This is an optimization exercise on Yosys and OpenROAD, whose aim is small area, not a production implementation.
The RTL was checked by simulation tests, not by an equivalence proof against the original design.

`design/flow/flow/run.sh`:
```
#!/bin/bash
# Standard ORFS layout (the standard.sh), with two changes:
#  - the port buffers are made from the smallest buffer cell (buf_1);
#  - clock tree synthesis uses clkbuf_8 and inserts no dummy loads.
set -euo pipefail
export BUFFER_PORTS_ARGS="-buffer_cell sky130_fd_sc_hd__buf_1"
export CTS_ARGS="-sink_clustering_enable -repair_clock_nets -dont_use_dummy_load -buf_list sky130_fd_sc_hd__clkbuf_8"
bash standard.sh > standard_flow.log 2>&1
```
`design/flow/standard.sh`:
```
#!/bin/bash
# synth_recipe.tcl (not shown) runs the flow's synth.tcl, then flattens the netlist and writes it again
# the make line also repeats each setting of config.mk as NAME=value (left out here)
make -C /OpenROAD-flow-scripts/flow DESIGN_CONFIG=/design/flow/config.mk WORK_HOME=/design/flow/orfs CLKGATE_MAP_FILE= SYNTH_SCRIPT=/design/flow/synth_recipe.tcl "${@:-finish}"
```
`design/flow/constraint.sdc`:
```
create_clock -name core_clock -period 12.0 [get_ports {clk}]
set_input_delay 2.4000 -clock core_clock [delete_from_list [all_inputs] [get_ports {clk}]]
set_output_delay 2.4000 -clock core_clock [all_outputs]
set_load 0.01 [all_outputs]
```
`design/flow/config.mk`:
```
export PLATFORM = sky130hd
export DESIGN_NAME = systolic_tensor_array
export DESIGN_NICKNAME = systolic_tensor_array
export VERILOG_FILES = /design/flow/design.v
export SDC_FILE = /design/flow/constraint.sdc
export NUM_CORES = 4
export LEC_CHECK = 0
export ABC_AREA = 1
export CAP_MARGIN = 20
export CORE_MARGIN = 2
export CORE_UTILIZATION = 65
export SLEW_MARGIN = 20
export SYNTH_HIERARCHICAL = 1
```
`design/flow/design.v`:
```
module pe_fa (
    input  logic a, b, ci,
    output logic s, co
);
    assign s  = a ^ b ^ ci;
    assign co = (a & b) | (ci & (a ^ b));
endmodule
module pe_ha (
    input  logic a, b,
    output logic s, co
);
    assign s  = a ^ b;
    assign co = a & b;
endmodule
module pe_benc (
    input  logic hi, mid, lo,
    output logic one, two
);
    assign one = mid ^ lo;
    assign two = (hi & ~mid & ~lo) | (~hi & mid & lo);
endmodule
module pe_bsel (
    input  logic one, two, b0, b1, neg,
    output logic x
);
    assign x = ((one & b0) | (two & b1)) ^ neg;
endmodule
module pe_bseln (
    input  logic one, two, b0, b1, neg,
    output logic x
);
    assign x = ~(((one & b0) | (two & b1)) ^ neg);
endmodule
module pe_and (
    input  logic a, b,
    output logic y
);
    assign y = a & b;
endmodule
module pe_andn (
    input  logic a, b,
    output logic y
);
    assign y = a & ~b;
endmodule
module pe_out (
    input  logic reset, load, bias, x,
    output logic y
);
    assign y = ~reset & (load ? bias : x);
endmodule
module pe_pfx (
    input  logic [31:18] acc,
    output logic [31:18] p1, p0
);
    assign p1[18] = 1'b1;
    assign p0[18] = 1'b1;
    assign p1[19] = acc[18];
    assign p0[19] = ~acc[18];
    generate
        for (genvar i = 20; i < 32; i++) begin : gen_pfx
            pe_and  u_p1 (.a(p1[i-1]), .b(acc[i-1]), .y(p1[i]));
            pe_andn u_p0 (.a(p0[i-1]), .b(acc[i-1]), .y(p0[i]));
        end
    endgenerate
endmodule
module tensor_process_elem (
    input  logic reset
    ,input  logic load_bias
    ,input  logic [31:0] bias_in
    ,input  logic en
    ,input  logic anz
    ,input  logic [31:0] left_in
    ,input  logic [31:0] top_in
    ,input  logic [31:0] acc
    ,output logic [31:0] acc_d
);
    logic [31:0] a, b;
    logic [18:0] L;
    logic [31:0] nxt;
    assign a = left_in;
    assign b = top_in & {32{en}};
    wire te1, te2, te3, tp4, tp5, tp6, tp7, tp8, tp9, tp10, tp11, tp12, tp13, te14, te15, te16, tp17, tp18, tp19, tp20, tp21, tp22, tp23, tp24, tp25, tp26, te27, te28, te29, tp30, tp31, tp32, tp33, tp34, tp35, tp36, tp37, tp38, tp39, te40, te41, te42, tp43, tp44, tp45, tp46, tp47, tp48, tp49, tp50, tp51, tp52, te53, te54, te55, tp56, tp57, tp58, tp59, tp60, tp61, tp62, tp63, tp64, tp65, te66, te67, te68, tp69, tp70, tp71, tp72, tp73, tp74, tp75, tp76, tp77, tp78, te79, te80, te81, tp82, tp83, tp84, tp85, tp86, tp87, tp88, tp89, tp90, tp91, te92, te93, te94, tp95, tp96, tp97, tp98, tp99, tp100, tp101, tp102, tp103, tp104, te105, te106, te107, tp108, tp109, tp110, tp111, tp112, tp113, tp114, tp115, tp116, tp117, te118, te119, te120, tp121, tp122, tp123, tp124, tp125, tp126, tp127, tp128, tp129, tp130, te131, te132, te133, tp134, tp135, tp136, tp137, tp138, tp139, tp140, tp141, tp142, tp143, te144, te145, te146, tp147, tp148, tp149, tp150, tp151, tp152, tp153, tp154, tp155, tp156, te157, te158, te159, tp160, tp161, tp162, tp163, tp164, tp165, tp166, tp167, tp168, tp169, te170, te171, te172, tp173, tp174, tp175, tp176, tp177, tp178, tp179, tp180, tp181, tp182, te183, te184, te185, tp186, tp187, tp188, tp189, tp190, tp191, tp192, tp193, tp194, tp195, te196, te197, te198, tp199, tp200, tp201, tp202, tp203, tp204, tp205, tp206, tp207, tp208, ts209, tc210, ts211, tc212, ts213, tc214, ts215, tc216, ts217, tc218, ts219, tc220, ts221, tc222, ts223, tc224, ts225, tc226, ts227, tc228, ts229, tc230, ts231, tc232, ts233, tc234, ts235, tc236, ts237, tc238, ts239, tc240, ts241, tc242, ts243, tc244, ts245, tc246, ts247, tc248, ts249, tc250, ts251, tc252, ts253, tc254, ts255, tc256, ts257, tc258, ts259, tc260, ts261, tc262, ts263, tc264, ts265, tc266, ts267, tc268, ts269, tc270, ts271, tc272, ts273, tc274, ts275, tc276, ts277, tc278, ts279, tc280, ts281, tc282, ts283, tc284, ts285, tc286, ts287, tc288, ts289, tc290, ts291, tc292, ts293, tc294, ts295, tc296, ts297, tc298, ts299, tc300, ts301, tc302, ts303, tc304, ts305, tc306, ts307, tc308, ts309, tc310, ts311, tc312, ts313, tc314, ts315, tc316, ts317, tc318, ts319, tc320, ts321, tc322, ts323, tc324, ts325, tc326, ts327, tc328, ts329, tc330, ts331, tc332, ts333, tc334, ts335, tc336, ts337, tc338, ts339, tc340, ts341, tc342, ts343, tc344, ts345, tc346, ts347, tc348, ts349, tc350, ts351, tc352, ts353, tc354, ts355, tc356, ts357, tc358, ts359, tc360, ts361, tc362, ts363, tc364, ts365, tc366, ts367, tc368, ts369, tc370, ts371, tc372, ts373, tc374, ts375, tc376, ts377, tc378, ts379, tc380, ts381, tc382, ts383, tc384, ts385, tc386, ts387, tc388, ts389, tc390, ts391, tc392, ts393, tc394, ts395, tc396, ts397, tc398, ts399, tc400, ts401, tc402, ts403, tc404, ts405, tc406, ts407, tc408, ts409, tc410, ts411, tc412, ts413, tc414, ts415, tc416, ts417, tc418, ts419, tc420, ts421, tc422, ts423, tc424, ts425, tc426, ts427, tc428, ts429, tc430, ts431, tc432, ts433, tc434, ts435, tc436, ts437, tc438, ts439, tc440, ts441, tc442, ts443, tc444, ts445, tc446, ts447, tc448, ts449, tc450, ts451, tc452, ts453, tc454, ts455, tc456, ts457, tc458, ts459, tc460, ts461, tc462, ts463, tc464, ts465, tc466, ts467, tc468, ts469, tc470, ts471, tc472, ts473, tc474, ts475, tc476, ts477, tc478, ts479, tc480, ts481, tc482, ts483, tc484, ts485, tc486, ts487, tc488, ts489, tc490, ts491, tc492, ts493, tc494, ts495, tc496, ts497, tc498, ts499, tc500, ts501, tc502, ts503, tc504, ts505, tc506, ts507, tc508, ts509, tc510, ts511, tc512, ts513, tc514, ts515, tc516, ts517, tc518, ts519, tc520, ts521, tc522, ts523, tc524, ts525, tc526, ts527, tc528, ts529, tc530, tr531, tg532, tr533, tq534, tk535, ts536, tc537, ts538, tc539, ts540, tc541, ts542, tc543, tr544, tg545, tr546, tq547, tg548, tr549, tq550, tg551, tr552, tq553, tg554, tr555, tq556, tk557;
    assign te1 = a[0] ^ 1'b0;
    assign te2 = (a[1] & ~a[0] & ~1'b0) | (~a[1] & a[0] & 1'b0);
    assign te3 = a[1] & anz;
    assign tp4 = ((te1 & b[0]) | (te2 & 1'b0)) ^ te3;
    assign tp5 = ((te1 & b[1]) | (te2 & b[0])) ^ te3;
    assign tp6 = ((te1 & b[2]) | (te2 & b[1])) ^ te3;
    assign tp7 = ((te1 & b[3]) | (te2 & b[2])) ^ te3;
    assign tp8 = ((te1 & b[4]) | (te2 & b[3])) ^ te3;
    assign tp9 = ((te1 & b[5]) | (te2 & b[4])) ^ te3;
    assign tp10 = ((te1 & b[6]) | (te2 & b[5])) ^ te3;
    assign tp11 = ((te1 & b[7]) | (te2 & b[6])) ^ te3;
    assign tp12 = ~(((te1 & b[7]) | (te2 & b[7])) ^ te3);
    assign tp13 = te3;
    assign te14 = a[2] ^ a[1];
    assign te15 = (a[3] & ~a[2] & ~a[1]) | (~a[3] & a[2] & a[1]);
    assign te16 = a[3] & anz;
    assign tp17 = ((te14 & b[0]) | (te15 & 1'b0)) ^ te16;
    assign tp18 = ((te14 & b[1]) | (te15 & b[0])) ^ te16;
    assign tp19 = ((te14 & b[2]) | (te15 & b[1])) ^ te16;
    assign tp20 = ((te14 & b[3]) | (te15 & b[2])) ^ te16;
    assign tp21 = ((te14 & b[4]) | (te15 & b[3])) ^ te16;
    assign tp22 = ((te14 & b[5]) | (te15 & b[4])) ^ te16;
    assign tp23 = ((te14 & b[6]) | (te15 & b[5])) ^ te16;
    assign tp24 = ((te14 & b[7]) | (te15 & b[6])) ^ te16;
    assign tp25 = ~(((te14 & b[7]) | (te15 & b[7])) ^ te16);
    assign tp26 = te16;
    assign te27 = a[4] ^ a[3];
    assign te28 = (a[5] & ~a[4] & ~a[3]) | (~a[5] & a[4] & a[3]);
    assign te29 = a[5] & anz;
    assign tp30 = ((te27 & b[0]) | (te28 & 1'b0)) ^ te29;
    assign tp31 = ((te27 & b[1]) | (te28 & b[0])) ^ te29;
    assign tp32 = ((te27 & b[2]) | (te28 & b[1])) ^ te29;
    assign tp33 = ((te27 & b[3]) | (te28 & b[2])) ^ te29;
    assign tp34 = ((te27 & b[4]) | (te28 & b[3])) ^ te29;
    assign tp35 = ((te27 & b[5]) | (te28 & b[4])) ^ te29;
    assign tp36 = ((te27 & b[6]) | (te28 & b[5])) ^ te29;
    assign tp37 = ((te27 & b[7]) | (te28 & b[6])) ^ te29;
    assign tp38 = ~(((te27 & b[7]) | (te28 & b[7])) ^ te29);
    assign tp39 = te29;
    assign te40 = a[6] ^ a[5];
    assign te41 = (a[7] & ~a[6] & ~a[5]) | (~a[7] & a[6] & a[5]);
    assign te42 = a[7] & anz;
    assign tp43 = ((te40 & b[0]) | (te41 & 1'b0)) ^ te42;
    assign tp44 = ((te40 & b[1]) | (te41 & b[0])) ^ te42;
    assign tp45 = ((te40 & b[2]) | (te41 & b[1])) ^ te42;
    assign tp46 = ((te40 & b[3]) | (te41 & b[2])) ^ te42;
    assign tp47 = ((te40 & b[4]) | (te41 & b[3])) ^ te42;
    assign tp48 = ((te40 & b[5]) | (te41 & b[4])) ^ te42;
    assign tp49 = ((te40 & b[6]) | (te41 & b[5])) ^ te42;
    assign tp50 = ((te40 & b[7]) | (te41 & b[6])) ^ te42;
    assign tp51 = ~(((te40 & b[7]) | (te41 & b[7])) ^ te42);
    assign tp52 = te42;
    assign te53 = a[8] ^ 1'b0;
    assign te54 = (a[9] & ~a[8] & ~1'b0) | (~a[9] & a[8] & 1'b0);
    assign te55 = a[9] & anz;
    assign tp56 = ((te53 & b[8]) | (te54 & 1'b0)) ^ te55;
    assign tp57 = ((te53 & b[9]) | (te54 & b[8])) ^ te55;
    assign tp58 = ((te53 & b[10]) | (te54 & b[9])) ^ te55;
    assign tp59 = ((te53 & b[11]) | (te54 & b[10])) ^ te55;
    assign tp60 = ((te53 & b[12]) | (te54 & b[11])) ^ te55;
    assign tp61 = ((te53 & b[13]) | (te54 & b[12])) ^ te55;
    assign tp62 = ((te53 & b[14]) | (te54 & b[13])) ^ te55;
    assign tp63 = ((te53 & b[15]) | (te54 & b[14])) ^ te55;
    assign tp64 = ~(((te53 & b[15]) | (te54 & b[15])) ^ te55);
    assign tp65 = te55;
    assign te66 = a[10] ^ a[9];
    assign te67 = (a[11] & ~a[10] & ~a[9]) | (~a[11] & a[10] & a[9]);
    assign te68 = a[11] & anz;
    assign tp69 = ((te66 & b[8]) | (te67 & 1'b0)) ^ te68;
    assign tp70 = ((te66 & b[9]) | (te67 & b[8])) ^ te68;
    assign tp71 = ((te66 & b[10]) | (te67 & b[9])) ^ te68;
    assign tp72 = ((te66 & b[11]) | (te67 & b[10])) ^ te68;
    assign tp73 = ((te66 & b[12]) | (te67 & b[11])) ^ te68;
    assign tp74 = ((te66 & b[13]) | (te67 & b[12])) ^ te68;
    assign tp75 = ((te66 & b[14]) | (te67 & b[13])) ^ te68;
    assign tp76 = ((te66 & b[15]) | (te67 & b[14])) ^ te68;
    assign tp77 = ~(((te66 & b[15]) | (te67 & b[15])) ^ te68);
    assign tp78 = te68;
    assign te79 = a[12] ^ a[11];
    assign te80 = (a[13] & ~a[12] & ~a[11]) | (~a[13] & a[12] & a[11]);
    assign te81 = a[13] & anz;
    assign tp82 = ((te79 & b[8]) | (te80 & 1'b0)) ^ te81;
    assign tp83 = ((te79 & b[9]) | (te80 & b[8])) ^ te81;
    assign tp84 = ((te79 & b[10]) | (te80 & b[9])) ^ te81;
    assign tp85 = ((te79 & b[11]) | (te80 & b[10])) ^ te81;
    assign tp86 = ((te79 & b[12]) | (te80 & b[11])) ^ te81;
    assign tp87 = ((te79 & b[13]) | (te80 & b[12])) ^ te81;
    assign tp88 = ((te79 & b[14]) | (te80 & b[13])) ^ te81;
    assign tp89 = ((te79 & b[15]) | (te80 & b[14])) ^ te81;
    assign tp90 = ~(((te79 & b[15]) | (te80 & b[15])) ^ te81);
    assign tp91 = te81;
    assign te92 = a[14] ^ a[13];
    assign te93 = (a[15] & ~a[14] & ~a[13]) | (~a[15] & a[14] & a[13]);
    assign te94 = a[15] & anz;
    assign tp95 = ((te92 & b[8]) | (te93 & 1'b0)) ^ te94;
    assign tp96 = ((te92 & b[9]) | (te93 & b[8])) ^ te94;
    assign tp97 = ((te92 & b[10]) | (te93 & b[9])) ^ te94;
    assign tp98 = ((te92 & b[11]) | (te93 & b[10])) ^ te94;
    assign tp99 = ((te92 & b[12]) | (te93 & b[11])) ^ te94;
    assign tp100 = ((te92 & b[13]) | (te93 & b[12])) ^ te94;
    assign tp101 = ((te92 & b[14]) | (te93 & b[13])) ^ te94;
    assign tp102 = ((te92 & b[15]) | (te93 & b[14])) ^ te94;
    assign tp103 = ~(((te92 & b[15]) | (te93 & b[15])) ^ te94);
    assign tp104 = te94;
    assign te105 = a[16] ^ 1'b0;
    assign te106 = (a[17] & ~a[16] & ~1'b0) | (~a[17] & a[16] & 1'b0);
    assign te107 = a[17] & anz;
    assign tp108 = ((te105 & b[16]) | (te106 & 1'b0)) ^ te107;
    assign tp109 = ((te105 & b[17]) | (te106 & b[16])) ^ te107;
    assign tp110 = ((te105 & b[18]) | (te106 & b[17])) ^ te107;
    assign tp111 = ((te105 & b[19]) | (te106 & b[18])) ^ te107;
    assign tp112 = ((te105 & b[20]) | (te106 & b[19])) ^ te107;
    assign tp113 = ((te105 & b[21]) | (te106 & b[20])) ^ te107;
    assign tp114 = ((te105 & b[22]) | (te106 & b[21])) ^ te107;
    assign tp115 = ((te105 & b[23]) | (te106 & b[22])) ^ te107;
    assign tp116 = ~(((te105 & b[23]) | (te106 & b[23])) ^ te107);
    assign tp117 = te107;
    assign te118 = a[18] ^ a[17];
    assign te119 = (a[19] & ~a[18] & ~a[17]) | (~a[19] & a[18] & a[17]);
    assign te120 = a[19] & anz;
    assign tp121 = ((te118 & b[16]) | (te119 & 1'b0)) ^ te120;
    assign tp122 = ((te118 & b[17]) | (te119 & b[16])) ^ te120;
    assign tp123 = ((te118 & b[18]) | (te119 & b[17])) ^ te120;
    assign tp124 = ((te118 & b[19]) | (te119 & b[18])) ^ te120;
    assign tp125 = ((te118 & b[20]) | (te119 & b[19])) ^ te120;
    assign tp126 = ((te118 & b[21]) | (te119 & b[20])) ^ te120;
    assign tp127 = ((te118 & b[22]) | (te119 & b[21])) ^ te120;
    assign tp128 = ((te118 & b[23]) | (te119 & b[22])) ^ te120;
    assign tp129 = ~(((te118 & b[23]) | (te119 & b[23])) ^ te120);
    assign tp130 = te120;
    assign te131 = a[20] ^ a[19];
    assign te132 = (a[21] & ~a[20] & ~a[19]) | (~a[21] & a[20] & a[19]);
    assign te133 = a[21] & anz;
    assign tp134 = ((te131 & b[16]) | (te132 & 1'b0)) ^ te133;
    assign tp135 = ((te131 & b[17]) | (te132 & b[16])) ^ te133;
    assign tp136 = ((te131 & b[18]) | (te132 & b[17])) ^ te133;
    assign tp137 = ((te131 & b[19]) | (te132 & b[18])) ^ te133;
    assign tp138 = ((te131 & b[20]) | (te132 & b[19])) ^ te133;
    assign tp139 = ((te131 & b[21]) | (te132 & b[20])) ^ te133;
    assign tp140 = ((te131 & b[22]) | (te132 & b[21])) ^ te133;
    assign tp141 = ((te131 & b[23]) | (te132 & b[22])) ^ te133;
    assign tp142 = ~(((te131 & b[23]) | (te132 & b[23])) ^ te133);
    assign tp143 = te133;
    assign te144 = a[22] ^ a[21];
    assign te145 = (a[23] & ~a[22] & ~a[21]) | (~a[23] & a[22] & a[21]);
    assign te146 = a[23] & anz;
    assign tp147 = ((te144 & b[16]) | (te145 & 1'b0)) ^ te146;
    assign tp148 = ((te144 & b[17]) | (te145 & b[16])) ^ te146;
    assign tp149 = ((te144 & b[18]) | (te145 & b[17])) ^ te146;
    assign tp150 = ((te144 & b[19]) | (te145 & b[18])) ^ te146;
    assign tp151 = ((te144 & b[20]) | (te145 & b[19])) ^ te146;
    assign tp152 = ((te144 & b[21]) | (te145 & b[20])) ^ te146;
    assign tp153 = ((te144 & b[22]) | (te145 & b[21])) ^ te146;
    assign tp154 = ((te144 & b[23]) | (te145 & b[22])) ^ te146;
    assign tp155 = ~(((te144 & b[23]) | (te145 & b[23])) ^ te146);
    assign tp156 = te146;
    assign te157 = a[24] ^ 1'b0;
    assign te158 = (a[25] & ~a[24] & ~1'b0) | (~a[25] & a[24] & 1'b0);
    assign te159 = a[25] & anz;
    assign tp160 = ((te157 & b[24]) | (te158 & 1'b0)) ^ te159;
    assign tp161 = ((te157 & b[25]) | (te158 & b[24])) ^ te159;
    assign tp162 = ((te157 & b[26]) | (te158 & b[25])) ^ te159;
    assign tp163 = ((te157 & b[27]) | (te158 & b[26])) ^ te159;
    assign tp164 = ((te157 & b[28]) | (te158 & b[27])) ^ te159;
    assign tp165 = ((te157 & b[29]) | (te158 & b[28])) ^ te159;
    assign tp166 = ((te157 & b[30]) | (te158 & b[29])) ^ te159;
    assign tp167 = ((te157 & b[31]) | (te158 & b[30])) ^ te159;
    assign tp168 = ~(((te157 & b[31]) | (te158 & b[31])) ^ te159);
    assign tp169 = te159;
    assign te170 = a[26] ^ a[25];
    assign te171 = (a[27] & ~a[26] & ~a[25]) | (~a[27] & a[26] & a[25]);
    assign te172 = a[27] & anz;
    assign tp173 = ((te170 & b[24]) | (te171 & 1'b0)) ^ te172;
    assign tp174 = ((te170 & b[25]) | (te171 & b[24])) ^ te172;
    assign tp175 = ((te170 & b[26]) | (te171 & b[25])) ^ te172;
    assign tp176 = ((te170 & b[27]) | (te171 & b[26])) ^ te172;
    assign tp177 = ((te170 & b[28]) | (te171 & b[27])) ^ te172;
    assign tp178 = ((te170 & b[29]) | (te171 & b[28])) ^ te172;
    assign tp179 = ((te170 & b[30]) | (te171 & b[29])) ^ te172;
    assign tp180 = ((te170 & b[31]) | (te171 & b[30])) ^ te172;
    assign tp181 = ~(((te170 & b[31]) | (te171 & b[31])) ^ te172);
    assign tp182 = te172;
    assign te183 = a[28] ^ a[27];
    assign te184 = (a[29] & ~a[28] & ~a[27]) | (~a[29] & a[28] & a[27]);
    assign te185 = a[29] & anz;
    assign tp186 = ((te183 & b[24]) | (te184 & 1'b0)) ^ te185;
    assign tp187 = ((te183 & b[25]) | (te184 & b[24])) ^ te185;
    assign tp188 = ((te183 & b[26]) | (te184 & b[25])) ^ te185;
    assign tp189 = ((te183 & b[27]) | (te184 & b[26])) ^ te185;
    assign tp190 = ((te183 & b[28]) | (te184 & b[27])) ^ te185;
    assign tp191 = ((te183 & b[29]) | (te184 & b[28])) ^ te185;
    assign tp192 = ((te183 & b[30]) | (te184 & b[29])) ^ te185;
    assign tp193 = ((te183 & b[31]) | (te184 & b[30])) ^ te185;
    assign tp194 = ~(((te183 & b[31]) | (te184 & b[31])) ^ te185);
    assign tp195 = te185;
    assign te196 = a[30] ^ a[29];
    assign te197 = (a[31] & ~a[30] & ~a[29]) | (~a[31] & a[30] & a[29]);
    assign te198 = a[31] & anz;
    assign tp199 = ((te196 & b[24]) | (te197 & 1'b0)) ^ te198;
    assign tp200 = ((te196 & b[25]) | (te197 & b[24])) ^ te198;
    assign tp201 = ((te196 & b[26]) | (te197 & b[25])) ^ te198;
    assign tp202 = ((te196 & b[27]) | (te197 & b[26])) ^ te198;
    assign tp203 = ((te196 & b[28]) | (te197 & b[27])) ^ te198;
    assign tp204 = ((te196 & b[29]) | (te197 & b[28])) ^ te198;
    assign tp205 = ((te196 & b[30]) | (te197 & b[29])) ^ te198;
    assign tp206 = ((te196 & b[31]) | (te197 & b[30])) ^ te198;
    assign tp207 = ~(((te196 & b[31]) | (te197 & b[31])) ^ te198);
    assign tp208 = te198;
    pe_fa uts209 (.a(acc[0]), .b(tp13), .ci(tp65), .s(ts209), .co(tc210));
    pe_fa uts211 (.a(tp117), .b(tp169), .ci(tp4), .s(ts211), .co(tc212));
    pe_fa uts213 (.a(tp56), .b(tp108), .ci(tp160), .s(ts213), .co(tc214));
    pe_fa uts215 (.a(ts209), .b(ts211), .ci(ts213), .s(ts215), .co(tc216));
    pe_fa uts217 (.a(acc[1]), .b(tp5), .ci(tp57), .s(ts217), .co(tc218));
    pe_fa uts219 (.a(tp109), .b(tp161), .ci(tc210), .s(ts219), .co(tc220));
    pe_fa uts221 (.a(tc212), .b(tc214), .ci(ts217), .s(ts221), .co(tc222));
    pe_fa uts223 (.a(ts219), .b(tc216), .ci(ts221), .s(ts223), .co(tc224));
    pe_fa uts225 (.a(acc[2]), .b(tp26), .ci(tp78), .s(ts225), .co(tc226));
    pe_fa uts227 (.a(tp130), .b(tp182), .ci(tp6), .s(ts227), .co(tc228));
    pe_fa uts229 (.a(tp17), .b(tp58), .ci(tp69), .s(ts229), .co(tc230));
    pe_fa uts231 (.a(tp110), .b(tp121), .ci(tp162), .s(ts231), .co(tc232));
    pe_fa uts233 (.a(tp173), .b(ts225), .ci(tc218), .s(ts233), .co(tc234));
    pe_fa uts235 (.a(tc220), .b(ts227), .ci(ts229), .s(ts235), .co(tc236));
    pe_fa uts237 (.a(ts231), .b(tc222), .ci(ts233), .s(ts237), .co(tc238));
    pe_fa uts239 (.a(ts235), .b(tc224), .ci(ts237), .s(ts239), .co(tc240));
    pe_fa uts241 (.a(acc[3]), .b(tp7), .ci(tp18), .s(ts241), .co(tc242));
    pe_fa uts243 (.a(tp59), .b(tp70), .ci(tp111), .s(ts243), .co(tc244));
    pe_fa uts245 (.a(tp122), .b(tp163), .ci(tp174), .s(ts245), .co(tc246));
    pe_fa uts247 (.a(tc226), .b(tc228), .ci(tc230), .s(ts247), .co(tc248));
    pe_fa uts249 (.a(tc232), .b(ts241), .ci(ts243), .s(ts249), .co(tc250));
    pe_fa uts251 (.a(ts245), .b(tc234), .ci(tc236), .s(ts251), .co(tc252));
    pe_fa uts253 (.a(ts247), .b(ts249), .ci(tc238), .s(ts253), .co(tc254));
    pe_fa uts255 (.a(ts251), .b(tc240), .ci(ts253), .s(ts255), .co(tc256));
    pe_fa uts257 (.a(acc[4]), .b(tp39), .ci(tp91), .s(ts257), .co(tc258));
    pe_fa uts259 (.a(tp143), .b(tp195), .ci(tp8), .s(ts259), .co(tc260));
    pe_fa uts261 (.a(tp19), .b(tp30), .ci(tp60), .s(ts261), .co(tc262));
    pe_fa uts263 (.a(tp71), .b(tp82), .ci(tp112), .s(ts263), .co(tc264));
    pe_fa uts265 (.a(tp123), .b(tp134), .ci(tp164), .s(ts265), .co(tc266));
    pe_fa uts267 (.a(tp175), .b(tp186), .ci(ts257), .s(ts267), .co(tc268));
    pe_fa uts269 (.a(tc242), .b(tc244), .ci(tc246), .s(ts269), .co(tc270));
    pe_fa uts271 (.a(ts259), .b(ts261), .ci(ts263), .s(ts271), .co(tc272));
    pe_fa uts273 (.a(ts265), .b(ts267), .ci(tc248), .s(ts273), .co(tc274));
    pe_fa uts275 (.a(tc250), .b(ts269), .ci(ts271), .s(ts275), .co(tc276));
    pe_fa uts277 (.a(tc252), .b(ts273), .ci(ts275), .s(ts277), .co(tc278));
    pe_fa uts279 (.a(tc254), .b(ts277), .ci(tc256), .s(ts279), .co(tc280));
    pe_fa uts281 (.a(acc[5]), .b(tp9), .ci(tp20), .s(ts281), .co(tc282));
    pe_fa uts283 (.a(tp31), .b(tp61), .ci(tp72), .s(ts283), .co(tc284));
    pe_fa uts285 (.a(tp83), .b(tp113), .ci(tp124), .s(ts285), .co(tc286));
    pe_fa uts287 (.a(tp135), .b(tp165), .ci(tp176), .s(ts287), .co(tc288));
    pe_fa uts289 (.a(tp187), .b(tc258), .ci(tc260), .s(ts289), .co(tc290));
    pe_fa uts291 (.a(tc262), .b(tc264), .ci(tc266), .s(ts291), .co(tc292));
    pe_fa uts293 (.a(tc268), .b(ts281), .ci(ts283), .s(ts293), .co(tc294));
    pe_fa uts295 (.a(ts285), .b(ts287), .ci(ts289), .s(ts295), .co(tc296));
    pe_fa uts297 (.a(tc270), .b(tc272), .ci(ts291), .s(ts297), .co(tc298));
    pe_fa uts299 (.a(ts293), .b(tc274), .ci(ts295), .s(ts299), .co(tc300));
    pe_fa uts301 (.a(tc276), .b(ts297), .ci(ts299), .s(ts301), .co(tc302));
    pe_fa uts303 (.a(tc278), .b(ts301), .ci(tc280), .s(ts303), .co(tc304));
    pe_fa uts305 (.a(acc[6]), .b(tp52), .ci(tp104), .s(ts305), .co(tc306));
    pe_fa uts307 (.a(tp156), .b(tp208), .ci(tp10), .s(ts307), .co(tc308));
    pe_fa uts309 (.a(tp21), .b(tp32), .ci(tp43), .s(ts309), .co(tc310));
    pe_fa uts311 (.a(tp62), .b(tp73), .ci(tp84), .s(ts311), .co(tc312));
    pe_fa uts313 (.a(tp95), .b(tp114), .ci(tp125), .s(ts313), .co(tc314));
    pe_fa uts315 (.a(tp136), .b(tp147), .ci(tp166), .s(ts315), .co(tc316));
    pe_fa uts317 (.a(tp177), .b(tp188), .ci(tp199), .s(ts317), .co(tc318));
    pe_fa uts319 (.a(ts305), .b(tc282), .ci(tc284), .s(ts319), .co(tc320));
    pe_fa uts321 (.a(tc286), .b(tc288), .ci(ts307), .s(ts321), .co(tc322));
    pe_fa uts323 (.a(ts309), .b(ts311), .ci(ts313), .s(ts323), .co(tc324));
    pe_fa uts325 (.a(ts315), .b(ts317), .ci(tc290), .s(ts325), .co(tc326));
    pe_fa uts327 (.a(tc292), .b(tc294), .ci(ts319), .s(ts327), .co(tc328));
    pe_fa uts329 (.a(ts321), .b(ts323), .ci(tc296), .s(ts329), .co(tc330));
    pe_fa uts331 (.a(ts325), .b(tc298), .ci(ts327), .s(ts331), .co(tc332));
    pe_fa uts333 (.a(tc300), .b(ts329), .ci(ts331), .s(ts333), .co(tc334));
    pe_fa uts335 (.a(tc302), .b(ts333), .ci(tc304), .s(ts335), .co(tc336));
    pe_fa uts337 (.a(acc[7]), .b(tp11), .ci(tp22), .s(ts337), .co(tc338));
    pe_fa uts339 (.a(tp33), .b(tp44), .ci(tp63), .s(ts339), .co(tc340));
    pe_fa uts341 (.a(tp74), .b(tp85), .ci(tp96), .s(ts341), .co(tc342));
    pe_fa uts343 (.a(tp115), .b(tp126), .ci(tp137), .s(ts343), .co(tc344));
    pe_fa uts345 (.a(tp148), .b(tp167), .ci(tp178), .s(ts345), .co(tc346));
    pe_fa uts347 (.a(tp189), .b(tp200), .ci(tc306), .s(ts347), .co(tc348));
    pe_fa uts349 (.a(tc308), .b(tc310), .ci(tc312), .s(ts349), .co(tc350));
    pe_fa uts351 (.a(tc314), .b(tc316), .ci(tc318), .s(ts351), .co(tc352));
    pe_fa uts353 (.a(ts337), .b(ts339), .ci(ts341), .s(ts353), .co(tc354));
    pe_fa uts355 (.a(ts343), .b(ts345), .ci(ts347), .s(ts355), .co(tc356));
    pe_fa uts357 (.a(tc320), .b(tc322), .ci(tc324), .s(ts357), .co(tc358));
    pe_fa uts359 (.a(ts349), .b(ts351), .ci(ts353), .s(ts359), .co(tc360));
    pe_fa uts361 (.a(ts355), .b(tc326), .ci(tc328), .s(ts361), .co(tc362));
    pe_fa uts363 (.a(ts357), .b(ts359), .ci(tc330), .s(ts363), .co(tc364));
    pe_fa uts365 (.a(tc332), .b(ts361), .ci(ts363), .s(ts365), .co(tc366));
    pe_fa uts367 (.a(tc334), .b(ts365), .ci(tc336), .s(ts367), .co(tc368));
    pe_fa uts369 (.a(acc[8]), .b(tp12), .ci(tp23), .s(ts369), .co(tc370));
    pe_fa uts371 (.a(tp34), .b(tp45), .ci(tp64), .s(ts371), .co(tc372));
    pe_fa uts373 (.a(tp75), .b(tp86), .ci(tp97), .s(ts373), .co(tc374));
    pe_fa uts375 (.a(tp116), .b(tp127), .ci(tp138), .s(ts375), .co(tc376));
    pe_fa uts377 (.a(tp149), .b(tp168), .ci(tp179), .s(ts377), .co(tc378));
    pe_fa uts379 (.a(tp190), .b(tp201), .ci(tc338), .s(ts379), .co(tc380));
    pe_fa uts381 (.a(tc340), .b(tc342), .ci(tc344), .s(ts381), .co(tc382));
    pe_fa uts383 (.a(tc346), .b(tc348), .ci(ts369), .s(ts383), .co(tc384));
    pe_fa uts385 (.a(ts371), .b(ts373), .ci(ts375), .s(ts385), .co(tc386));
    pe_fa uts387 (.a(ts377), .b(tc350), .ci(tc352), .s(ts387), .co(tc388));
    pe_fa uts389 (.a(ts379), .b(tc354), .ci(tc356), .s(ts389), .co(tc390));
    pe_fa uts391 (.a(ts381), .b(ts383), .ci(ts385), .s(ts391), .co(tc392));
    pe_fa uts393 (.a(tc358), .b(ts387), .ci(tc360), .s(ts393), .co(tc394));
    pe_fa uts395 (.a(ts389), .b(ts391), .ci(tc362), .s(ts395), .co(tc396));
    pe_fa uts397 (.a(ts393), .b(tc364), .ci(ts395), .s(ts397), .co(tc398));
    pe_fa uts399 (.a(tc366), .b(ts397), .ci(tc368), .s(ts399), .co(tc400));
    pe_fa uts401 (.a(acc[9]), .b(tp24), .ci(tp35), .s(ts401), .co(tc402));
    pe_fa uts403 (.a(tp46), .b(tp76), .ci(tp87), .s(ts403), .co(tc404));
    pe_fa uts405 (.a(tp98), .b(tp128), .ci(tp139), .s(ts405), .co(tc406));
    pe_fa uts407 (.a(tp150), .b(tp180), .ci(tp191), .s(ts407), .co(tc408));
    pe_fa uts409 (.a(tp202), .b(tc370), .ci(tc372), .s(ts409), .co(tc410));
    pe_fa uts411 (.a(tc374), .b(tc376), .ci(tc378), .s(ts411), .co(tc412));
    pe_fa uts413 (.a(ts401), .b(ts403), .ci(ts405), .s(ts413), .co(tc414));
    pe_fa uts415 (.a(ts407), .b(tc380), .ci(tc382), .s(ts415), .co(tc416));
    pe_fa uts417 (.a(tc384), .b(tc386), .ci(ts409), .s(ts417), .co(tc418));
    pe_fa uts419 (.a(ts411), .b(ts413), .ci(tc388), .s(ts419), .co(tc420));
    pe_fa uts421 (.a(ts415), .b(tc390), .ci(tc392), .s(ts421), .co(tc422));
    pe_fa uts423 (.a(ts417), .b(ts419), .ci(tc394), .s(ts423), .co(tc424));
    pe_fa uts425 (.a(ts421), .b(tc396), .ci(ts423), .s(ts425), .co(tc426));
    pe_fa uts427 (.a(tc398), .b(ts425), .ci(tc400), .s(ts427), .co(tc428));
    pe_fa uts429 (.a(acc[10]), .b(tp25), .ci(tp36), .s(ts429), .co(tc430));
    pe_fa uts431 (.a(tp47), .b(tp77), .ci(tp88), .s(ts431), .co(tc432));
    pe_fa uts433 (.a(tp99), .b(tp129), .ci(tp140), .s(ts433), .co(tc434));
    pe_fa uts435 (.a(tp151), .b(tp181), .ci(tp192), .s(ts435), .co(tc436));
    pe_fa uts437 (.a(tp203), .b(tc402), .ci(tc404), .s(ts437), .co(tc438));
    pe_fa uts439 (.a(tc406), .b(tc408), .ci(ts429), .s(ts439), .co(tc440));
    pe_fa uts441 (.a(ts431), .b(ts433), .ci(ts435), .s(ts441), .co(tc442));
    pe_fa uts443 (.a(tc410), .b(tc412), .ci(tc414), .s(ts443), .co(tc444));
    pe_fa uts445 (.a(ts437), .b(ts439), .ci(ts441), .s(ts445), .co(tc446));
    pe_fa uts447 (.a(tc416), .b(tc418), .ci(ts443), .s(ts447), .co(tc448));
    pe_fa uts449 (.a(ts445), .b(tc420), .ci(tc422), .s(ts449), .co(tc450));
    pe_fa uts451 (.a(ts447), .b(tc424), .ci(ts449), .s(ts451), .co(tc452));
    assign ts453 = ~(tc426 ^ ts451);
    assign tc454 = tc426 | ts451;
    pe_fa uts455 (.a(acc[11]), .b(tp37), .ci(tp48), .s(ts455), .co(tc456));
    pe_fa uts457 (.a(tp89), .b(tp100), .ci(tp141), .s(ts457), .co(tc458));
    pe_fa uts459 (.a(tp152), .b(tp193), .ci(tp204), .s(ts459), .co(tc460));
    pe_fa uts461 (.a(tc430), .b(tc432), .ci(tc434), .s(ts461), .co(tc462));
    pe_fa uts463 (.a(tc436), .b(ts455), .ci(ts457), .s(ts463), .co(tc464));
    pe_fa uts465 (.a(ts459), .b(tc438), .ci(tc440), .s(ts465), .co(tc466));
    pe_fa uts467 (.a(tc442), .b(ts461), .ci(ts463), .s(ts467), .co(tc468));
    pe_fa uts469 (.a(tc444), .b(ts465), .ci(tc446), .s(ts469), .co(tc470));
    pe_fa uts471 (.a(ts467), .b(tc448), .ci(ts469), .s(ts471), .co(tc472));
    pe_fa uts473 (.a(tc450), .b(ts471), .ci(tc452), .s(ts473), .co(tc474));
    assign ts475 = ~(tc454 ^ ts473);
    assign tc476 = tc454 | ts473;
    pe_fa uts477 (.a(acc[12]), .b(tp38), .ci(tp49), .s(ts477), .co(tc478));
    pe_fa uts479 (.a(tp90), .b(tp101), .ci(tp142), .s(ts479), .co(tc480));
    pe_fa uts481 (.a(tp153), .b(tp194), .ci(tp205), .s(ts481), .co(tc482));
    pe_fa uts483 (.a(tc456), .b(tc458), .ci(tc460), .s(ts483), .co(tc484));
    pe_fa uts485 (.a(ts477), .b(ts479), .ci(ts481), .s(ts485), .co(tc486));
    pe_fa uts487 (.a(tc462), .b(tc464), .ci(ts483), .s(ts487), .co(tc488));
    pe_fa uts489 (.a(ts485), .b(tc466), .ci(tc468), .s(ts489), .co(tc490));
    pe_fa uts491 (.a(ts487), .b(tc470), .ci(ts489), .s(ts491), .co(tc492));
    pe_fa uts493 (.a(tc472), .b(ts491), .ci(tc474), .s(ts493), .co(tc494));
    pe_fa uts495 (.a(acc[13]), .b(tp50), .ci(tp102), .s(ts495), .co(tc496));
    pe_fa uts497 (.a(tp154), .b(tp206), .ci(tc478), .s(ts497), .co(tc498));
    pe_fa uts499 (.a(tc480), .b(tc482), .ci(ts495), .s(ts499), .co(tc500));
    pe_fa uts501 (.a(tc484), .b(ts497), .ci(tc486), .s(ts501), .co(tc502));
    pe_fa uts503 (.a(ts499), .b(tc488), .ci(ts501), .s(ts503), .co(tc504));
    pe_fa uts505 (.a(tc490), .b(ts503), .ci(tc492), .s(ts505), .co(tc506));
    assign ts507 = ~(ts505 ^ tc494);
    assign tc508 = ts505 | tc494;
    pe_fa uts509 (.a(acc[14]), .b(tp51), .ci(tp103), .s(ts509), .co(tc510));
    pe_fa uts511 (.a(tp155), .b(tp207), .ci(tc496), .s(ts511), .co(tc512));
    pe_fa uts513 (.a(ts509), .b(tc498), .ci(tc500), .s(ts513), .co(tc514));
    pe_fa uts515 (.a(ts511), .b(tc502), .ci(ts513), .s(ts515), .co(tc516));
    pe_fa uts517 (.a(tc504), .b(ts515), .ci(tc506), .s(ts517), .co(tc518));
    pe_fa uts519 (.a(acc[15]), .b(tc510), .ci(tc512), .s(ts519), .co(tc520));
    pe_fa uts521 (.a(tc514), .b(ts519), .ci(tc516), .s(ts521), .co(tc522));
    assign ts523 = ~(ts521 ^ tc518);
    assign tc524 = ts521 | tc518;
    pe_fa uts525 (.a(acc[16]), .b(tc520), .ci(tc522), .s(ts525), .co(tc526));
    pe_ha uts527 (.a(ts453), .b(tc428), .s(ts527), .co(tc528));
    pe_ha uts529 (.a(tc476), .b(ts493), .s(ts529), .co(tc530));
    assign tr531 = ts475 ^ tc528;
    assign tg532 = tc528 & ts475;
    assign tr533 = ts529 ^ tg532;
    assign tq534 = ts475 & ts529;
    assign tk535 = tc530 | (tc528 & tq534);
    pe_ha uts536 (.a(ts517), .b(tc508), .s(ts536), .co(tc537));
    pe_ha uts538 (.a(ts523), .b(tc537), .s(ts538), .co(tc539));
    pe_fa uts540 (.a(ts525), .b(tc524), .ci(tc539), .s(ts540), .co(tc541));
    pe_fa uts542 (.a(acc[17]), .b(tc526), .ci(tc541), .s(ts542), .co(tc543));
    assign tr544 = ts507 ^ tk535;
    assign tg545 = tk535 & ts507;
    assign tr546 = ts536 ^ tg545;
    assign tq547 = ts507 & ts536;
    assign tg548 = tk535 & tq547;
    assign tr549 = ts538 ^ tg548;
    assign tq550 = tq547 & ts538;
    assign tg551 = tk535 & tq550;
    assign tr552 = ts540 ^ tg551;
    assign tq553 = tq550 & ts540;
    assign tg554 = tk535 & tq553;
    assign tr555 = ts542 ^ tg554;
    assign tq556 = tq553 & ts542;
    assign tk557 = tc543 | (tk535 & tq556);
    assign L[0] = ts215;
    assign L[1] = ts223;
    assign L[2] = ts239;
    assign L[3] = ts255;
    assign L[4] = ts279;
    assign L[5] = ts303;
    assign L[6] = ts335;
    assign L[7] = ts367;
    assign L[8] = ts399;
    assign L[9] = ts427;
    assign L[10] = ts527;
    assign L[11] = tr531;
    assign L[12] = tr533;
    assign L[13] = tr544;
    assign L[14] = tr546;
    assign L[15] = tr549;
    assign L[16] = tr552;
    assign L[17] = tr555;
    assign L[18] = tk557;
    logic inc, dec;
    logic [31:18] p1, p0;
    pe_pfx u_pfx (.acc(acc[31:18]), .p1(p1), .p0(p0));
    assign inc = L[18] & L[17];
    assign dec = ~L[18] & ~L[17];
    assign nxt[16:0] = L[16:0];
    assign nxt[17] = ~L[17];
    assign nxt[31:18] = acc[31:18] ^ (({14{inc}} & p1) | ({14{dec}} & p0));
    assign acc_d = reset ? 32'd0 : load_bias ? bias_in : nxt;
endmodule
module systolic_tensor_array (
    input   logic    clk              
    ,input  logic    reset            
    ,input  logic    stall            
    ,input  logic [31:0]  A0          
    ,input  logic [31:0]  A1          
    ,input  logic [31:0]  A2          
    ,input  logic [31:0]  A3          
    ,input  logic [31:0]  B0          
    ,input  logic [31:0]  B1          
    ,input  logic [31:0]  B2          
    ,input  logic [31:0]  B3          
    ,input  logic [3:0]   load_bias0  
    ,input  logic [3:0]   load_bias1  
    ,input  logic [3:0]   load_bias2  
    ,input  logic [3:0]   load_bias3  
    ,input  logic [127:0] bias0       
    ,input  logic [127:0] bias1       
    ,input  logic [127:0] bias2       
    ,input  logic [127:0] bias3       
    ,output logic [127:0] C0          
    ,output logic [127:0] C1          
    ,output logic [127:0] C2          
    ,output logic [127:0] C3          
    ,output logic   sta_idle          
);
    localparam int N = 4;
    logic [N-1:0][N-1:0][31:0] A_data;
    logic [N-1:0][N-1:0][31:0] B_data;
    logic [N-1:0][N-1:0]       A_nz;      
    logic [N-1:0][N-1:0]       B_nz;      
    logic [N-1:0][N-1:0][31:0] pe_outputs;
    logic [N-1:0][N-1:0]       lb_all;
    logic [N-1:0][N-1:0][31:0] bias_all;
    assign lb_all[0] = load_bias0;  assign bias_all[0] = bias0;
    assign lb_all[1] = load_bias1;  assign bias_all[1] = bias1;
    assign lb_all[2] = load_bias2;  assign bias_all[2] = bias2;
    assign lb_all[3] = load_bias3;  assign bias_all[3] = bias3;
    assign A_data[0][0] = A0;  assign B_data[0][0] = B0;
    assign A_data[1][0] = A1;  assign B_data[0][1] = B1;
    assign A_data[2][0] = A2;  assign B_data[0][2] = B2;
    assign A_data[3][0] = A3;  assign B_data[0][3] = B3;
    generate
        for (genvar i = 0; i < N; i++) begin : gen_edge
            assign A_nz[i][0] = |A_data[i][0];
            assign B_nz[0][i] = |B_data[0][i];
        end
        for (genvar row = 0; row < N; row++) begin : gen_rows
            for (genvar col = 0; col < N; col++) begin : gen_cols
                if (col != 0) begin : gen_a_data
                    logic [31:0] a_q;
                    logic        a_nz;
                    always_ff @(posedge clk) begin
                        if (!stall)
                            a_q <= A_data[row][col-1];
                    end
                    always_ff @(posedge clk) begin
                        if (reset)
                            a_nz <= 1'b0;
                        else if (!stall)
                            a_nz <= A_nz[row][col-1];
                    end
                    assign A_data[row][col] = a_q;
                    assign A_nz[row][col]   = a_nz;
                end
                if (row != 0) begin : gen_b_data
                    logic [31:0] b_q;
                    logic        b_nz;
                    always_ff @(posedge clk) begin
                        if (!stall)
                            b_q <= B_data[row-1][col];
                    end
                    always_ff @(posedge clk) begin
                        if (reset)
                            b_nz <= 1'b0;
                        else if (!stall)
                            b_nz <= B_nz[row-1][col];
                    end
                    assign B_data[row][col] = b_q;
                    assign B_nz[row][col]   = b_nz;
                end
                logic en;
                if (row == 0 && col == 0) begin : gen_en00
                    assign en = !stall;
                end else if (row == 0) begin : gen_en0c
                    assign en = !stall && A_nz[row][col];
                end else if (col == 0) begin : gen_enr0
                    assign en = !stall && B_nz[row][col];
                end else begin : gen_enrc
                    assign en = !stall && A_nz[row][col] && B_nz[row][col];
                end
                logic anz;
                if (col == 0) begin : gen_anz0
                    assign anz = 1'b1;
                end else begin : gen_anzc
                    assign anz = A_nz[row][col];
                end
                logic [31:0] acc_q, acc_d;
                tensor_process_elem pe (
                    .reset(reset)
                    ,.load_bias(lb_all[row][col])
                    ,.bias_in(bias_all[row][col])
                    ,.en(en)
                    ,.anz(anz)
                    ,.left_in(A_data[row][col])
                    ,.top_in(B_data[row][col])
                    ,.acc(acc_q)
                    ,.acc_d(acc_d)
                );
                always_ff @(posedge clk) begin
                    acc_q <= acc_d;
                end
                assign pe_outputs[row][col] = acc_q;
            end
        end
    endgenerate
    assign C0 = pe_outputs[0];
    assign C1 = pe_outputs[1];
    assign C2 = pe_outputs[2];
    assign C3 = pe_outputs[3];
    assign sta_idle = !(|A_nz || |B_nz || |lb_all);
endmodule
```
==> impl_results.html <==
<table>
<tr><th>Metric</th><th>Value</th></tr>
<tr><th colspan="2">Yosys</th></tr>
<tr><td>Synthesized netlist cell count</td><td>16700</td></tr>
<tr><td>Post-synth EDFFs</td><td>768</td></tr>
<tr><td>Fraction of synthesis flops using an asynchronous set or reset pin</td><td>0%</td></tr>
<tr><td>Largest cells by area after synthesis</td><td>sky130_fd_sc_hd__fa_1 (32%), sky130_fd_sc_hd__edfxtp_1 (15%), sky130_fd_sc_hd__xor2_1 (13%)</td></tr>
<tr><td>Distinct cells, synth</td><td>34</td></tr>
<tr><td>Synth warn</td><td>7</td></tr>
<tr><td>Post-synth top area cell</td><td>sky130_fd_sc_hd__fa_1</td></tr>
<tr><td>Post-synthesis area per instance</td><td>9.34 µm²</td></tr>
<tr><td>Share of the yosys chip area belonging to registers</td><td>21.7%</td></tr>
<tr><td>#FFs+latches synth</td><td>1304</td></tr>
<tr><td>Synth top area share</td><td>32.3%</td></tr>
<tr><td>Post-synth top flop</td><td>sky130_fd_sc_hd__edfxtp_1</td></tr>
<tr><td>Post-synthesis cell area</td><td>0.156 mm²</td></tr>
<tr><th colspan="2">Clock network</th></tr>
<tr><td>Sinks on the clock net</td><td>roughly 1300</td></tr>
<tr><td>Insertion delay of the later-clocked pin in the worst-skew pair</td><td>1.01 ns</td></tr>
<tr><td>Cells resized by post-CTS repair</td><td>0</td></tr>
<tr><td>Number of setup buffers added after CTS</td><td>0</td></tr>
<tr><td>Clock Root Buffer</td><td>sky130_fd_sc_hd__clkbuf_8</td></tr>
<tr><td>CTS Hold Buffers Added</td><td>0</td></tr>
<tr><td>H-tree Lvls</td><td>4</td></tr>
<tr><td>Post-CTS clock slew at the launch and capture registers of the worst setup and hold paths</td><td>0.06 ns</td></tr>
<tr><td>Total CTS buffers</td><td>226</td></tr>
<tr><td>Longest Clk Path Bufs</td><td>3</td></tr>
<tr><td>TritonCTS clock tree</td><td>done</td></tr>
<tr><th colspan="2">Timing</th></tr>
<tr><td>Setup violations, final</td><td>0</td></tr>
<tr><td>Remaining max-slew budget at the tightest pin</td><td>between 20 and 30%</td></tr>
<tr><td>Setup repair after global routing missed its margin</td><td>no</td></tr>
<tr><td>Number of max-slew violations in the final report</td><td>0</td></tr>
<tr><td>Post-route worst setup slack</td><td>1.57 ns</td></tr>
<tr><td>Post-route fraction of the period consumed by the critical path</td><td>around 87%</td></tr>
<tr><td>Final period demand of the worst path</td><td>10.43 ns</td></tr>
<tr><td>Sum of negative setup slack</td><td>0 ns</td></tr>
<tr><td>Number of endpoints with negative hold slack in the final report</td><td>0</td></tr>
<tr><td>Achievable frequency</td><td>95.9 MHz</td></tr>
<tr><td>Largest clock skew in the final design</td><td>~0.088 ns</td></tr>
<tr><td>Actual slew at the worst max-slew pin</td><td>1.06 ns</td></tr>
<tr><th colspan="2">Worst hold path</th></tr>
<tr><td>Hold/Removal Path Class</td><td>register to register</td></tr>
<tr><th colspan="2">Global route</th></tr>
<tr><td>Wire length of the first global-routing pass</td><td>801 mm</td></tr>
<tr><td>Largest net degree at the start of global routing</td><td>181</td></tr>
<tr><td>Overall overflow remaining after global route</td><td>0</td></tr>
<tr><td>Via count of the first global-routing pass</td><td>128000</td></tr>
<tr><td>GRT Total Usage</td><td>between 40% and 50%</td></tr>
<tr><td>Number of antenna violations at the first check in global routing</td><td>50</td></tr>
<tr><th colspan="2">Setup path</th></tr>
<tr><td>Crit path arrival time</td><td>11.30 ns</td></tr>
<tr><td>End of the worst register-to-register path</td><td>gen_rows[3].gen_cols[3].acc_q[19]$_DFF_P_</td></tr>
<tr><td>Worst path most repeated cell</td><td>sky130_fd_sc_hd__fa_1</td></tr>
<tr><td>Largest incremental delay on the critical path</td><td>0.56 ns</td></tr>
<tr><td>Reg-to-reg startpoint</td><td>gen_rows[3].gen_cols[3].gen_a_data.a_nz$_SDFFE_PP0N_</td></tr>
<tr><td>Kind of start point of the critical path</td><td>primary input</td></tr>
<tr><td>Slowest stage cell, crit path</td><td>sky130_fd_sc_hd__inv_8</td></tr>
<tr><td>R2R setup slack</td><td>about 2.6 ns</td></tr>
<tr><td>CP Launch Point</td><td>stall</td></tr>
<tr><td>Biggest fanout along the worst timing path</td><td>56</td></tr>
<tr><td>Worst Setup EP</td><td>gen_rows[3].gen_cols[2].acc_q[31]$_DFF_P_</td></tr>
<tr><td>Required arrival time at the worst endpoint</td><td>12.87 ns</td></tr>
<tr><td>Worst setup path class</td><td>primary input to register</td></tr>
<tr><td>R2R cell count</td><td>28</td></tr>
<tr><td>Worst Setup End Kind</td><td>register</td></tr>
<tr><th colspan="2">Drt</th></tr>
<tr><td>Average via count per standard cell</td><td>6.19</td></tr>
<tr><td>Initial DRC count</td><td>16300</td></tr>
<tr><td>Number of search-and-repair iterations in the first detailed-routing pass</td><td>14</td></tr>
<tr><td>Antenna-violating nets left</td><td>0</td></tr>
<tr><td>DRC violation count after routing</td><td>0</td></tr>
<tr><td>WL per Instance</td><td>25.8 µm</td></tr>
<tr><td>Total Wirelength</td><td>544 mm</td></tr>
<tr><td>Via Count</td><td>131000</td></tr>
<tr><th colspan="2">Die</th></tr>
<tr><td>Die Ht</td><td>493 µm</td></tr>
<tr><td>Area of the core</td><td>0.238 mm²</td></tr>
<tr><td>Starting density of the core</td><td>65.4%</td></tr>
<tr><td>Die outline area</td><td>0.243 mm²</td></tr>
<tr><td>Horizontal die dimension</td><td>493 µm</td></tr>
<tr><td>Total number of placement rows</td><td>179</td></tr>
<tr><td>I/O pin count</td><td>1300</td></tr>
<tr><th colspan="2">Cells and area</th></tr>
<tr><td>Area grow syn2layout</td><td>6.27%</td></tr>
<tr><td>Nets@finish</td><td>21400</td></tr>
<tr><td>Footprint of the flip-flops and latches</td><td>between 0.03 and 0.04 mm²</td></tr>
<tr><td>Proportion of layout cells with a drive suffix above 1</td><td>6.36%</td></tr>
<tr><td>Area of combinational cells with multiple inputs</td><td>0.112 mm²</td></tr>
<tr><td>Filler cell count</td><td>19100</td></tr>
<tr><th colspan="2">Run</th></tr>
<tr><td>Max-cap violation count</td><td>0</td></tr>
<tr><th colspan="2">Placed design</th></tr>
<tr><td>Placer's final routability congestion estimate</td><td>about 1.1</td></tr>
<tr><td>Worst slack at placement</td><td>0.670 ns</td></tr>
<tr><td>Port Buffer Count</td><td>between 1000 and 1500</td></tr>
<tr><td>Hpwl dp</td><td>~460 mm</td></tr>
<tr><th colspan="2">Status</th></tr>
<tr><td>Outcome</td><td>complete, no violations</td></tr>
</table>
worst max-delay path: cells and delay by family:
family,cells,cell delay (ns)
AND/OR/NAND/NOR,12,1.85
buffers and inverters,4,1.44
adder cells (fa/ha/maj),12,4.93
AO/OA/AOI/OAI,1,0.27
XOR/XNOR,1,0.33
per-module statistics from Yosys, one instance, submodules excluded:
module	cells inside	flip-flops and latches	area, µm²
pe_ha	1	0	12.5
pe_fa	1	0	20.0
tensor_process_elem	725	0	4090
pe_pfx	5	0	30.0
pe_and	2	0	7.51
systolic_tensor_array	1648	1304	35200
pe_andn	2	0	10.0
how the worst min path moves through the flow:
stage	start	endpoint	slack (ns)	cells after the start
2_1_floorplan	gen_rows[1].gen_cols[0].gen_b_data.b_q[7]$_DFFE_PN_	gen_rows[2].gen_cols[0].gen_b_data.b_q[7]$_DFFE_PN_	0.43	0
3_3_place_gp	gen_rows[1].gen_cols[0].gen_b_data.b_q[10]$_DFFE_PN_	gen_rows[2].gen_cols[0].gen_b_data.b_q[10]$_DFFE_PN_	0.43	0
4_1_cts	gen_rows[1].gen_cols[0].gen_b_data.b_q[13]$_DFFE_PN_	gen_rows[2].gen_cols[0].gen_b_data.b_q[13]$_DFFE_PN_	0.44	0
3_5_place_dp	gen_rows[1].gen_cols[0].gen_b_data.b_q[13]$_DFFE_PN_	gen_rows[2].gen_cols[0].gen_b_data.b_q[13]$_DFFE_PN_	0.43	0
5_1_grt	gen_rows[2].gen_cols[1].gen_b_data.b_q[27]$_DFFE_PN_	gen_rows[3].gen_cols[1].gen_b_data.b_q[27]$_DFFE_PN_	0.45	0
6_report	gen_rows[1].gen_cols[0].gen_b_data.b_q[13]$_DFFE_PN_	gen_rows[2].gen_cols[0].gen_b_data.b_q[13]$_DFFE_PN_	0.43	0
cells by family after synthesis:
group | after synthesis | synth area share, %
buffers and inverters | 2174 | 6.33
other | 17 | 0.0410
AO/OA/AOI/OAI | 2632 | 9.75
flip-flops | 1304 | 21.7
AND/OR/NAND/NOR | 5585 | 15.7
adder cells (fa/ha/maj) | 2672 | 33.6
XOR/XNOR | 2288 | 12.9
state kept, by name, summed over array words and instances, names as in the netlist:
signal	flops
gen_rows.gen_cols.gen_b_data.b_nz	12
gen_rows.gen_cols.gen_b_data.b_q	384
gen_rows.gen_cols.gen_a_data.a_q	384
gen_rows.gen_cols.gen_a_data.a_nz	12
gen_rows.gen_cols.acc_q	512
through the flow:
stage | hold WS, ns | instances | cell area, µm² | utilization, %
2_1_floorplan | 0.426 | 16700 | 156000 | -
3_3_place_gp | 0.430 | 20900 | 162000 | 68.1
3_5_place_dp | 0.432 | 20900 | 162000 | 68.1
4_1_cts | 0.435 | 21100 | 165000 | 69.4
5_1_grt | 0.450 | 21100 | 165000 | 69.5
6_report | 0.434 | 21100 | 165000 | 69.5
cell type report:
class                      count  area share, %
timing repair buffer        1374           3.33
tap                         3167           2.40
sequential                  1304           20.4
clock buffer                 226           1.88
inverter                    1814           4.12
multi-input combinational  13200           67.8
antenna                       37         0.0560
metal layers:
metal	routed length, µm	global-route usage [%]
met5	253	0
met4	43200	28.6
met3	67600	13.4
met2	238000	66.4
met1	195000	56.9
placed cells by master (no fill, tap or decap), types with 536 or more instances in the layout:
cell and count:
sky130_fd_sc_hd__buf_1 1297, sky130_fd_sc_hd__dfxtp_1 536, sky130_fd_sc_hd__edfxtp_1 768, sky130_fd_sc_hd__fa_1 2512
sky130_fd_sc_hd__inv_1 1459, sky130_fd_sc_hd__nand2_1 2664, sky130_fd_sc_hd__nand3_1 676, sky130_fd_sc_hd__nor2_1 1516
sky130_fd_sc_hd__o21ai_0 592, sky130_fd_sc_hd__o22ai_1 1600, sky130_fd_sc_hd__xor2_1 2288
cell usage after synthesis (49+ instances only):
cell and number:
sky130_fd_sc_hd__nand2_1 2664, sky130_fd_sc_hd__fa_1 2512, sky130_fd_sc_hd__xor2_1 2288, sky130_fd_sc_hd__o22ai_1 1600, sky130_fd_sc_hd__nor2_1 1526, sky130_fd_sc_hd__inv_1 1461
sky130_fd_sc_hd__edfxtp_1 768, sky130_fd_sc_hd__nand3_1 676, sky130_fd_sc_hd__o21ai_0 592, sky130_fd_sc_hd__dfxtp_1 536, sky130_fd_sc_hd__a21oi_1 436, sky130_fd_sc_hd__inv_2 289
sky130_fd_sc_hd__nor2_2 195, sky130_fd_sc_hd__nand4_1 180, sky130_fd_sc_hd__nand2_2 176, sky130_fd_sc_hd__ha_1 160, sky130_fd_sc_hd__buf_2 117, sky130_fd_sc_hd__clkbuf_8 64
sky130_fd_sc_hd__clkinv_1 64, sky130_fd_sc_hd__nand4_2 64, sky130_fd_sc_hd__buf_4 49, sky130_fd_sc_hd__buf_6 49

[what the ideal ports hide]
How much do the figures lean on ideal ports? The routed layout below was timed once more, with nothing changed but the port constraints. Step 1 (the two cells are an assumption about what drives the block):
set clk [get_ports {clk}]
set_driving_cell -lib_cell sky130_fd_sc_hd__clkbuf_16 $clk
set_driving_cell -lib_cell sky130_fd_sc_hd__buf_2 [delete_from_list [all_inputs] $clk]
Step 2 times the ports against the registers' clock, not the clock port: input delays grow and output delays shrink by t, the midpoint of the rising clock arrivals with the driver on. a / b / c = ideal ports / drivers / drivers and shift; a / b = the first two.
shift t [ns]: 1.090
slack for setup (ns): 1.568 / 1.656 / 0.566
clock arrival spread, ns: 0.108 / 0.107
After both steps setup and hold are still met in this run. For this run, drivers alone change the setup slack by +0.088 ns; drivers and shift together by -1.002 ns.
